What follows belongs to an exercise in optimizing a design on an open flow for small area; a production flow would make more cautious choices.
The RTL was checked by simulation tests, not by an equivalence proof against the original design.
The flow treats the clock pin as an ideal source, which a real chip does not have.
No activity file was given, so power comes from the tool's default toggle rates.

==> inputs of run a <==
==> flow/design.v <==
`timescale 1ns / 1ps
module morse_code_interpreter_top (
    input clk,
    input btnL,
    input btnC,
    input btnR,
    input btnD,
    input [15:0] sw,
    input [4:0] JB,
    output reg [6:0] seg,
    output [3:0] an,
    output dp,
    output [4:0] JA,
    output led
    );
    localparam EV_NONE = 3'b000, EV_LETTER = 3'b010, EV_WORD = 3'b011,
               EV_DIT = 3'b100, EV_DASH = 3'b101;
    reg [4:0] ph;  
    always @(posedge clk) begin
        if (btnC) ph <= 5'd0;
        else ph <= {ph[3:0], ~ph[4]};
    end
    wire tick = !btnC && ph[3] && !ph[4];
    reg source_talking, source_talking_d1;
    reg [4:0] d_out_shift;
    always @(posedge clk) begin
        if (btnC) begin
            source_talking <= 1'b0;
            source_talking_d1 <= 1'b0;
            d_out_shift <= 5'd0;
        end else if (tick) begin
            if (JB[0]) source_talking <= 1'b0;
            else if (btnR) source_talking <= 1'b1;
            source_talking_d1 <= source_talking;
            d_out_shift <= {d_out_shift[3:0], btnR | JB[0]};
        end
    end
    wire rst = btnC | (source_talking ^ source_talking_d1);
    assign JA = {4'b0000, btnR};
    assign dp = 1'b1;
    assign led = ~source_talking;
    reg [6:0] refresh;
    always @(posedge clk) begin
        if (rst) refresh <= 7'd16;
        else refresh <= refresh + 7'd1;
    end
    wire [1:0] digit = refresh[6:5];
    assign an = ~(4'b0001 << digit);
    reg [4:0] mcnt, scnt;
    reg md1, incl;
    reg mode_h, mode_l;
    reg [11:0] timer;
    reg tflag;
    reg [2:0] next_ev, ev;
    wire m30   = mcnt == 5'b10000;
    wire deb   = m30 | (&mcnt);
    wire rise  = m30;
    wire fall  = md1 & ~deb;
    wire sedge = scnt == 5'b10000;
    wire [4:0] mnext = m30 ? 5'b11111 : {mcnt[3:0], ~(mcnt[4] ^ mcnt[2])};
    wire [4:0] snext = sedge ? 5'b11111 : {scnt[3:0], ~(scnt[4] ^ scnt[2])};
    localparam [11:0] T199 = 12'b100000000100, T500 = 12'b001100001000,
                      T1600 = 12'b110010110011;
    wire tmax = tflag && timer == 12'd0;
    always @(posedge clk) begin
        if (rst) begin
            mcnt <= 5'd0;
            scnt <= 5'd0;
            md1 <= 1'b0;
            mode_h <= 1'b0;
            mode_l <= 1'b0;
            next_ev <= EV_NONE;
            ev <= EV_NONE;
        end else if (tick) begin
            mcnt <= d_out_shift[4] ? mnext : 5'd0;
            scnt <= btnD ? snext : 5'd0;
            md1 <= deb;
            incl <= sw[15];
            if (sedge) begin
                next_ev <= EV_WORD;
            end else begin
                next_ev <= EV_NONE;
                if (tmax) begin
                    mode_h <= 1'b0;
                    mode_l <= 1'b0;
                end
                if (rise) begin
                    mode_h <= 1'b1;
                    mode_l <= 1'b0;
                end else if (fall) begin
                    mode_h <= 1'b0;
                    mode_l <= 1'b1;
                    next_ev <= (mode_h && tflag) ? EV_DASH : EV_DIT;
                end else if (mode_l) begin
                    if (timer == T1600 && incl) next_ev <= EV_WORD;
                    else if (timer == T500) next_ev <= EV_LETTER;
                end
                ev <= next_ev;
            end
        end
    end
    always @(posedge clk) begin
        if (tick && !sedge) begin
            if ((rise && !mode_h) || (fall && !mode_l)) begin
                timer <= 12'd0;
                tflag <= 1'b0;
            end else begin
                timer <= {timer[10:0], ~(timer[11] ^ timer[7] ^ timer[1] ^ timer[0])};
                if (timer == T199) tflag <= 1'b1;
            end
        end
    end
    reg [4:0] state;
    reg sh;
    wire [4:0] node = sh ? 5'd1 : state;
    wire is_elem = ev[2];
    wire [4:0] child = {node[3:0], ev[0]};
    wire child_bad = node[4] || (node == 5'd9 && ev[0]) || (node == 5'd10 && ev[0]) || node == 5'd15;
    wire emit_letter = ev == EV_LETTER && node != 5'd1;
    wire emit_word = ev == EV_WORD;
    wire next_sh = emit_letter | emit_word;
    always @(posedge clk) begin
        if (rst) begin
            state <= 5'd1;
            sh <= 1'b0;
        end else if (tick) begin
            sh <= next_sh;
            if (emit_word) state <= 5'd0;
            else if (is_elem) state <= child_bad ? 5'd1 : child;
            else state <= node;
        end
    end
    wire shift_done = tick && sh && !next_sh;
    reg [19:0] digits;
    always @(posedge clk) begin
        if (rst) digits <= 20'd0;
        else if (shift_done) digits <= {digits[14:0], state};
    end
    reg [4:0] ch;
    always @(*) begin
        case (digit)
            2'd0: ch = digits[4:0];
            2'd1: ch = digits[9:5];
            2'd2: ch = digits[14:10];
            default: ch = digits[19:15];
        endcase
    end
    always @(*) begin
        case (ch)
            5'd2:  seg = 7'b0000110;  
            5'd3:  seg = 7'b0000111;  
            5'd4:  seg = 7'b1001111;  
            5'd5:  seg = 7'b0001000;  
            5'd6:  seg = 7'b0101011;  
            5'd7:  seg = 7'b0101010;  
            5'd8:  seg = 7'b0010010;  
            5'd9:  seg = 7'b1100011;  
            5'd10: seg = 7'b0101111;  
            5'd11: seg = 7'b0010101;  
            5'd12: seg = 7'b0100001;  
            5'd13: seg = 7'b0001010;  
            5'd14: seg = 7'b0010000;  
            5'd15: seg = 7'b0100011;  
            5'd16: seg = 7'b0001011;  
            5'd17: seg = 7'b1010101;  
            5'd18: seg = 7'b0001110;  
            5'd20: seg = 7'b1000111;  
            5'd22: seg = 7'b0001100;  
            5'd23: seg = 7'b1100001;  
            5'd24: seg = 7'b0000011;  
            5'd25: seg = 7'b1101011;  
            5'd26: seg = 7'b1000110;  
            5'd27: seg = 7'b0010001;  
            5'd28: seg = 7'b0100100;  
            5'd29: seg = 7'b0011000;  
            default: seg = 7'b1111111;  
        endcase
    end
endmodule
==> flow/flow/run.sh <==
#!/bin/bash
# Own layout flow: the standard ORFS flow (standard.sh) with these changes
# to how the layout is made:
#  1. after the standard synthesis, the combinational logic is mapped again for
#     area (Yosys + ABC); every flip-flop of the standard synthesis is kept as
#     it is (same instance, name and cell type). Each candidate netlist must be
#     proven equivalent to the standard netlist (Yosys equiv_*); the smallest
#     proven one is used, else the standard netlist is kept.
#  2. port buffers use the smallest buffer cell (buf_1)
#  3. CTS uses clkbuf_4 and inserts no dummy clock loads; afterwards a clock
#     buffer that drives more than 10 pins is made a clkbuf_8 (flow/post_cts.tcl)
# Each tool's output goes to a log file in this folder.
set -euo pipefail
cd "$(dirname "$0")/.."
export BUFFER_PORTS_ARGS="-buffer_cell sky130_fd_sc_hd__buf_1"
export CTS_ARGS="-sink_clustering_enable -repair_clock_nets -buf_list sky130_fd_sc_hd__clkbuf_4 -dont_use_dummy_load"
export POST_CTS_TCL="$PWD/flow/post_cts.tcl"
YOSYS="$FLOW_HOME/../tools/install/yosys/bin/yosys"
[[ -x "$YOSYS" ]] || YOSYS=yosys
PLATFORM="${FLOW_PLATFORM:-sky130hd}"
RES="orfs/results/$PLATFORM/morse_code_interpreter_top/base"
export REOPT_LIB="$FLOW_HOME/platforms/$PLATFORM/lib/sky130_fd_sc_hd__tt_025C_1v80.lib"
export REOPT_TOP="${FLOW_TOP:-morse_code_interpreter_top}"

bash standard.sh synth > flow_synth.log 2>&1
mkdir -p reopt
cp "$RES/1_2_yosys.v" reopt/std.v

best=""
best_area=""
i=0
while read -r script; do
  [[ -z "$script" || "$script" == \#* ]] && continue
  i=$((i + 1))
  export REOPT_IN=reopt/std.v REOPT_OUT=reopt/cand$i.v REOPT_STAT=reopt/cand$i.stat REOPT_SCRIPT="$script"
  if "$YOSYS" -c flow/reopt.tcl > reopt_map_$i.log 2>&1 \
     && REOPT_GATE=reopt/cand$i.v "$YOSYS" -c flow/equiv.tcl > reopt_equiv_$i.log 2>&1; then
    area=$(awk '/Chip area/ {print $NF}' reopt/cand$i.stat)
    echo "candidate $i: area $area, proven equivalent" >> reopt.log
    if [[ -z "$best" ]] || awk -v a="$area" -v b="$best_area" 'BEGIN {exit !(a < b)}'; then
      best=reopt/cand$i.v
      best_area=$area
    fi
  else
    echo "candidate $i: failed or not proven" >> reopt.log
  fi
done < flow/abc_scripts.txt

if [[ -n "$best" ]]; then
  echo "using $best (area $best_area)" >> reopt.log
  cp "$best" "$RES/1_2_yosys.v"
else
  echo "keeping the standard netlist" >> reopt.log
fi

bash standard.sh > flow_layout.log 2>&1
==> flow/flow/abc_scripts.txt <==
# ABC scripts tried for the area re-mapping, one per line
+strash;&get,-n;&st;&syn2;&dch,-f;&nf,-R,1000,-p;&st;&syn2;&dch,-f;&nf,-R,1000,-p;&put;topo;
+strash;&get,-n;&st;&dc2;&syn2;&dch,-f;&nf,-R,1000,-p;&st;&dc2;&syn2;&dch,-f;&nf,-R,1000,-p;&put;topo;
+strash;compress2rs;compress2rs;&get,-n;&dch,-f;&nf,-R,1000,-p;&put;topo;
+strash;&get,-n;&dch,-f;&nf,-R,1000,-p;&put;topo;
+strash;dch,-f;map,-a;topo;
==> flow/flow/equiv.tcl <==
# Prove the re-mapped netlist equivalent to the standard one: flip-flops are
# paired by instance name, every other net name is hidden.
set lib $::env(REOPT_LIB)
yosys read_liberty -ignore_miss_func $lib
yosys read_verilog $::env(REOPT_IN)
yosys rename $::env(REOPT_TOP) gold
yosys read_verilog $::env(REOPT_GATE)
yosys rename $::env(REOPT_TOP) gate
yosys hierarchy -check
yosys rename -hide gold/w:_* gold/c:_* gate/w:_* gate/c:_*
yosys flatten gold gate
yosys opt_clean
yosys equiv_make gold gate equiv
yosys hierarchy -top equiv
yosys equiv_simple -seq 2
yosys equiv_induct
yosys equiv_status -assert
==> flow/flow/post_cts.tcl <==
# After CTS: a clkbuf_4 that drives more than 10 clock pins becomes a clkbuf_8,
# to keep the flip-flop clock-pin slew low; then the placement is legalized again.
set block [ord::get_db_block]
set master8 [[ord::get_db] findMaster sky130_fd_sc_hd__clkbuf_8]
set changed 0
foreach inst [$block getInsts] {
  if { [[$inst getMaster] getName] ne "sky130_fd_sc_hd__clkbuf_4" } { continue }
  set net [[$inst findITerm X] getNet]
  if { $net eq "NULL" } { continue }
  set fanout [expr { [llength [$net getITerms]] - 1 }]
  if { $fanout > 10 } {
    puts "post_cts: [$inst getName] drives $fanout pins: clkbuf_8"
    $inst swapMaster $master8
    incr changed
  }
}
if { $changed } {
  detailed_placement
  check_placement -verbose
  estimate_parasitics -placement
}
==> flow/flow/reopt.tcl <==
# Map the combinational logic of the standard netlist again; flip-flop cells are
# black boxes, so they stay exactly as the standard synthesis made them.
set lib $::env(REOPT_LIB)
yosys read_liberty -ignore_miss_func $lib
yosys blackbox =sky130_fd_sc_hd__*df* =sky130_fd_sc_hd__*dl*
yosys read_verilog $::env(REOPT_IN)
yosys hierarchy -check -top $::env(REOPT_TOP)
yosys flatten
yosys opt -purge
set dont_use {}
foreach c {probe_p_8 probec_p_8 lpflow_bleeder_1 lpflow_clkbufkapwr_1 lpflow_clkbufkapwr_16
  lpflow_clkbufkapwr_2 lpflow_clkbufkapwr_4 lpflow_clkbufkapwr_8 lpflow_clkinvkapwr_1
  lpflow_clkinvkapwr_16 lpflow_clkinvkapwr_2 lpflow_clkinvkapwr_4 lpflow_clkinvkapwr_8
  lpflow_decapkapwr_12 lpflow_decapkapwr_3 lpflow_decapkapwr_4 lpflow_decapkapwr_6
  lpflow_decapkapwr_8 lpflow_inputiso0n_1 lpflow_inputiso0p_1 lpflow_inputiso1n_1
  lpflow_inputiso1p_1 lpflow_inputisolatch_1 lpflow_isobufsrc_1 lpflow_isobufsrc_16
  lpflow_isobufsrc_2 lpflow_isobufsrc_4 lpflow_isobufsrc_8 lpflow_isobufsrckapwr_16
  lpflow_lsbuf_lh_hl_isowell_tap_1 lpflow_lsbuf_lh_hl_isowell_tap_2
  lpflow_lsbuf_lh_hl_isowell_tap_4 lpflow_lsbuf_lh_isowell_4 lpflow_lsbuf_lh_isowell_tap_1
  lpflow_lsbuf_lh_isowell_tap_2 lpflow_lsbuf_lh_isowell_tap_4} {
  lappend dont_use -dont_use sky130_fd_sc_hd__$c
}
yosys abc -liberty $lib {*}$dont_use -script $::env(REOPT_SCRIPT)
yosys splitnets
yosys opt_clean -purge
yosys hilomap -singleton -hicell sky130_fd_sc_hd__conb_1 HI -locell sky130_fd_sc_hd__conb_1 LO
yosys tee -o $::env(REOPT_STAT) stat -liberty $lib
yosys write_verilog -noattr -nohex -nodec $::env(REOPT_OUT)
==> flow/standard.sh <==
#!/bin/bash
# synth_recipe.tcl (not shown) runs the flow's synth.tcl, then flattens the netlist and writes it again
# the make line also repeats each setting of config.mk as NAME=value (left out here)
make -C /OpenROAD-flow-scripts/flow DESIGN_CONFIG=/design/flow/config.mk WORK_HOME=/design/flow/orfs CLKGATE_MAP_FILE= SYNTH_SCRIPT=/design/flow/synth_recipe.tcl "${@:-finish}"
==> flow/config.mk <==
export PLATFORM = sky130hd
export DESIGN_NAME = morse_code_interpreter_top
export DESIGN_NICKNAME = morse_code_interpreter_top
export VERILOG_FILES = /design/flow/design.v
export SDC_FILE = /design/flow/constraint.sdc
export NUM_CORES = 4
export LEC_CHECK = 0
export CAP_MARGIN = 0
export CORE_MARGIN = 2
export CORE_UTILIZATION = 60
export SLEW_MARGIN = 0
==> flow/constraint.sdc <==
create_clock -name core_clock -period 10.0 [get_ports {clk}]
set_input_delay 2.0000 -clock core_clock [delete_from_list [all_inputs] [get_ports {clk}]]
set_output_delay 2.0000 -clock core_clock [all_outputs]
set_load 0.01 [all_outputs]
==> run b (differences from run a) <==
==> flow/run.sh (new file) <==
#!/bin/bash
# synth_recipe.tcl (not shown) runs the flow's synth.tcl, then flattens the netlist and writes it again
# the make line also repeats each setting of config.mk as NAME=value (left out here)
make -C /OpenROAD-flow-scripts/flow DESIGN_CONFIG=/design/flow/config.mk WORK_HOME=/design/flow/orfs CLKGATE_MAP_FILE= SYNTH_SCRIPT=/design/flow/synth_recipe.tcl finish
--- a/flow/config.mk
+++ b/flow/config.mk
@@ -6,6 +6,6 @@
 export NUM_CORES = 4
 export LEC_CHECK = 0
-export CAP_MARGIN = 0
+export CAP_MARGIN = 20
 export CORE_MARGIN = 2
-export CORE_UTILIZATION = 60
-export SLEW_MARGIN = 0
+export CORE_UTILIZATION = 40
+export SLEW_MARGIN = 20
removed: flow/flow/run.sh
removed: flow/flow/abc_scripts.txt
removed: flow/flow/equiv.tcl
removed: flow/flow/post_cts.tcl
removed: flow/flow/reopt.tcl
removed: flow/standard.sh
==> run c (differences from run a) <==
--- a/flow/design.v
+++ b/flow/design.v
@@ -40,10 +40,15 @@
     assign dp = 1'b1;
     assign led = ~source_talking;
-    reg [6:0] refresh;
+    reg [4:0] refresh;
+    reg [1:0] digit;
     always @(posedge clk) begin
-        if (rst) refresh <= 7'd16;
-        else refresh <= refresh + 7'd1;
+        if (rst) begin
+            refresh <= 5'd0;
+            digit <= 2'd0;
+        end else begin
+            refresh <= refresh + 5'd1;
+            if (refresh == 5'd15) digit <= digit + 2'd1;
+        end
     end
-    wire [1:0] digit = refresh[6:5];
     assign an = ~(4'b0001 << digit);
     reg [4:0] mcnt, scnt;
@@ -174,4 +179,8 @@
             5'd28: seg = 7'b0100100;  
             5'd29: seg = 7'b0011000;  
+            5'd19: seg = 7'b0001110;
+            5'd21: seg = 7'b1000111;
+            5'd30: seg = 7'b0100100;
+            5'd31: seg = 7'b0011000;
             default: seg = 7'b1111111;  
         endcase
--- a/flow/flow/run.sh
+++ b/flow/flow/run.sh
@@ -8,5 +8,6 @@
 #     proven one is used, else the standard netlist is kept.
 #  2. port buffers use the smallest buffer cell (buf_1)
-#  3. CTS uses clkbuf_4 and inserts no dummy clock loads; afterwards a clock
+#  3. constant outputs share one tie cell per value (no tie fan-out repair)
+#  4. CTS uses clkbuf_4 and inserts no dummy clock loads; afterwards a clock
 #     buffer that drives more than 10 pins is made a clkbuf_8 (flow/post_cts.tcl)
 # Each tool's output goes to a log file in this folder.
@@ -14,5 +15,6 @@
 cd "$(dirname "$0")/.."
 export BUFFER_PORTS_ARGS="-buffer_cell sky130_fd_sc_hd__buf_1"
-export CTS_ARGS="-sink_clustering_enable -repair_clock_nets -buf_list sky130_fd_sc_hd__clkbuf_4 -dont_use_dummy_load"
+export CTS_ARGS="-sink_clustering_enable -repair_clock_nets -buf_list sky130_fd_sc_hd__clkbuf_8 -dont_use_dummy_load -sink_clustering_size 25 -sink_clustering_max_diameter 100"
+export SKIP_REPAIR_TIE_FANOUT=1
 export POST_CTS_TCL="$PWD/flow/post_cts.tcl"
 YOSYS="$FLOW_HOME/../tools/install/yosys/bin/yosys"
@@ -27,23 +29,36 @@
 cp "$RES/1_2_yosys.v" reopt/std.v
 
-best=""
-best_area=""
+# map every candidate (up to NUM_CORES at a time), prove each one, keep the smallest
+run_candidate() {
+  local i=$1 script=$2
+  export REOPT_IN=reopt/std.v REOPT_OUT=reopt/cand$i.v REOPT_STAT=reopt/cand$i.stat REOPT_SCRIPT="$script"
+  if "$YOSYS" -c flow/reopt.tcl > reopt_map_$i.log 2>&1 \
+     && REOPT_GATE=reopt/cand$i.v "$YOSYS" -c flow/equiv.tcl > reopt_equiv_$i.log 2>&1; then
+    touch reopt/cand$i.ok
+  fi
+}
 i=0
 while read -r script; do
   [[ -z "$script" || "$script" == \#* ]] && continue
   i=$((i + 1))
-  export REOPT_IN=reopt/std.v REOPT_OUT=reopt/cand$i.v REOPT_STAT=reopt/cand$i.stat REOPT_SCRIPT="$script"
-  if "$YOSYS" -c flow/reopt.tcl > reopt_map_$i.log 2>&1 \
-     && REOPT_GATE=reopt/cand$i.v "$YOSYS" -c flow/equiv.tcl > reopt_equiv_$i.log 2>&1; then
-    area=$(awk '/Chip area/ {print $NF}' reopt/cand$i.stat)
-    echo "candidate $i: area $area, proven equivalent" >> reopt.log
+  run_candidate $i "$script" &
+  while (( $(jobs -rp | wc -l) >= ${NUM_CORES:-4} )); do sleep 1; done
+done < flow/abc_scripts.txt
+wait
+
+best=""
+best_area=""
+for ((j = 1; j <= i; j++)); do
+  if [[ -f reopt/cand$j.ok ]]; then
+    area=$(awk '/Chip area/ {print $NF}' reopt/cand$j.stat)
+    echo "candidate $j: area $area, proven equivalent" >> reopt.log
     if [[ -z "$best" ]] || awk -v a="$area" -v b="$best_area" 'BEGIN {exit !(a < b)}'; then
-      best=reopt/cand$i.v
+      best=reopt/cand$j.v
       best_area=$area
     fi
   else
-    echo "candidate $i: failed or not proven" >> reopt.log
+    echo "candidate $j: failed or not proven" >> reopt.log
   fi
-done < flow/abc_scripts.txt
+done
 
 if [[ -n "$best" ]]; then
==> flow/flow/abc_scripts.txt (replaced) <==
# ABC scripts tried for the area re-mapping, one per line
+strash;&get,-n;&deepsyn,-T,30,-S,0;&dch,-f;&nf,-R,1000,-p;&put;topo;
+strash;&get,-n;&deepsyn,-T,30,-S,2;&dch,-f;&nf,-R,1000,-p;&put;topo;
+strash;&get,-n;&deepsyn,-T,30,-S,1;&dch,-f;&nf,-R,1000,-p;&put;topo;
+strash;&get,-n;&deepsyn,-T,30,-S,3;&dch,-f;&nf,-R,1000,-p;&put;topo;
+strash;&get,-n;&st;&syn2;&dch,-f;&nf,-R,1000,-p;&st;&syn2;&dch,-f;&nf,-R,1000,-p;&put;topo;
+strash;&get,-n;&st;&dc2;&syn2;&dch,-f;&nf,-R,1000,-p;&st;&dc2;&syn2;&dch,-f;&nf,-R,1000,-p;&put;topo;
+strash;&get,-n;&dch,-f;&nf,-R,1000,-p;&put;topo;
+strash;dch,-f;map,-a;topo;
==> summary of the runs <==
Run a completed without violations. Run b went through all stages and came out clean. Run c went through all stages and came out clean. Clock power: run a < run c < run b. Non-clock buffer count: run a > run b > run c. Total power: run b > run c > run a. The highest worst setup slack belongs to run a, the lowest to run b. Between run b and run a, the lower maximum frequency is in run b (gap about 7%, measured against run a). The highest first-iteration DRC count belongs to run c, the lowest to run a.
==> figures <==
Overall routing resource usage: run c 0.2298; run b 0.1455; run a 0.2239
Maximum clock frequency: run c 188.6 MHz; run b 183.8 MHz; run a 198.5 MHz
Slew at the pin with the worst max-slew slack: run c 1.013 ns; run b 0.8477 ns; run a 0.8749 ns
Worst setup path endpoint: run c seg[0]; run b seg[4]; run a seg[1]
Post-synthesis area per instance: run c 9.486 µm²; run b 9.478 µm²; run a 8.413 µm²
Proportion of cell area occupied by multi-input gates: run c 0.4105; run b 0.4635; run a 0.4481
Die height: run c 76.23 µm; run b 102.8 µm; run a 78.42 µm
Share of total power in the clock network: run c 0.344; run b 0.440; run a 0.292
Outcome: run c no timing/DRC/antenna violations; run b no timing/DRC/antenna violations; run a no timing/DRC/antenna violations
Final Skew: run c 0.01928 ns; run b 0.01091 ns; run a 0.02328 ns
Cells on Worst Hold Path: run c 1; run b 2; run a 1
Sum of net half-perimeters after detailed placement: run c 4235 µm; run b 4873 µm; run a 4364 µm
Routing usage on met3: run c 0.06872; run b 0.02847; run a 0.06322
Most frequent standard cell in the layout excluding fill and tap cells: run c sky130_fd_sc_hd__dfxtp_1; run b sky130_fd_sc_hd__dfxtp_1; run a sky130_fd_sc_hd__nor2_1

==> what the ideal ports hide <==
Ports are ideal in the flow. The routed layouts listed here were re-timed in OpenROAD. Step 1: set_driving_cell puts a clkbuf_16 on clk and a buf_2 on each other input, an assumption about the parent block. Step 2 moves the port delays by t, midway between the first and last clock arrival at a register: inputs arrive t later, outputs are due t later. That takes back most of the time a late clock gives input paths. Three values: ideal ports, drivers, drivers and shift; two values: the first two.
run	shift t [ns]	setup WS [ns]	hold WS [ns]	worst data-port slew with drivers (ns)
run a	0.428	4.961 / 4.935 / 5.363	0.429 / 0.429 / 0.429	0.03
run b	0.364	4.561 / 4.530 / 4.894	0.437 / 0.437 / 0.437	0.03
run c	0.364	4.697 / 4.668 / 5.032	0.419 / 0.419 / 0.419	0.03
After both steps setup and hold are still met in every run listed.
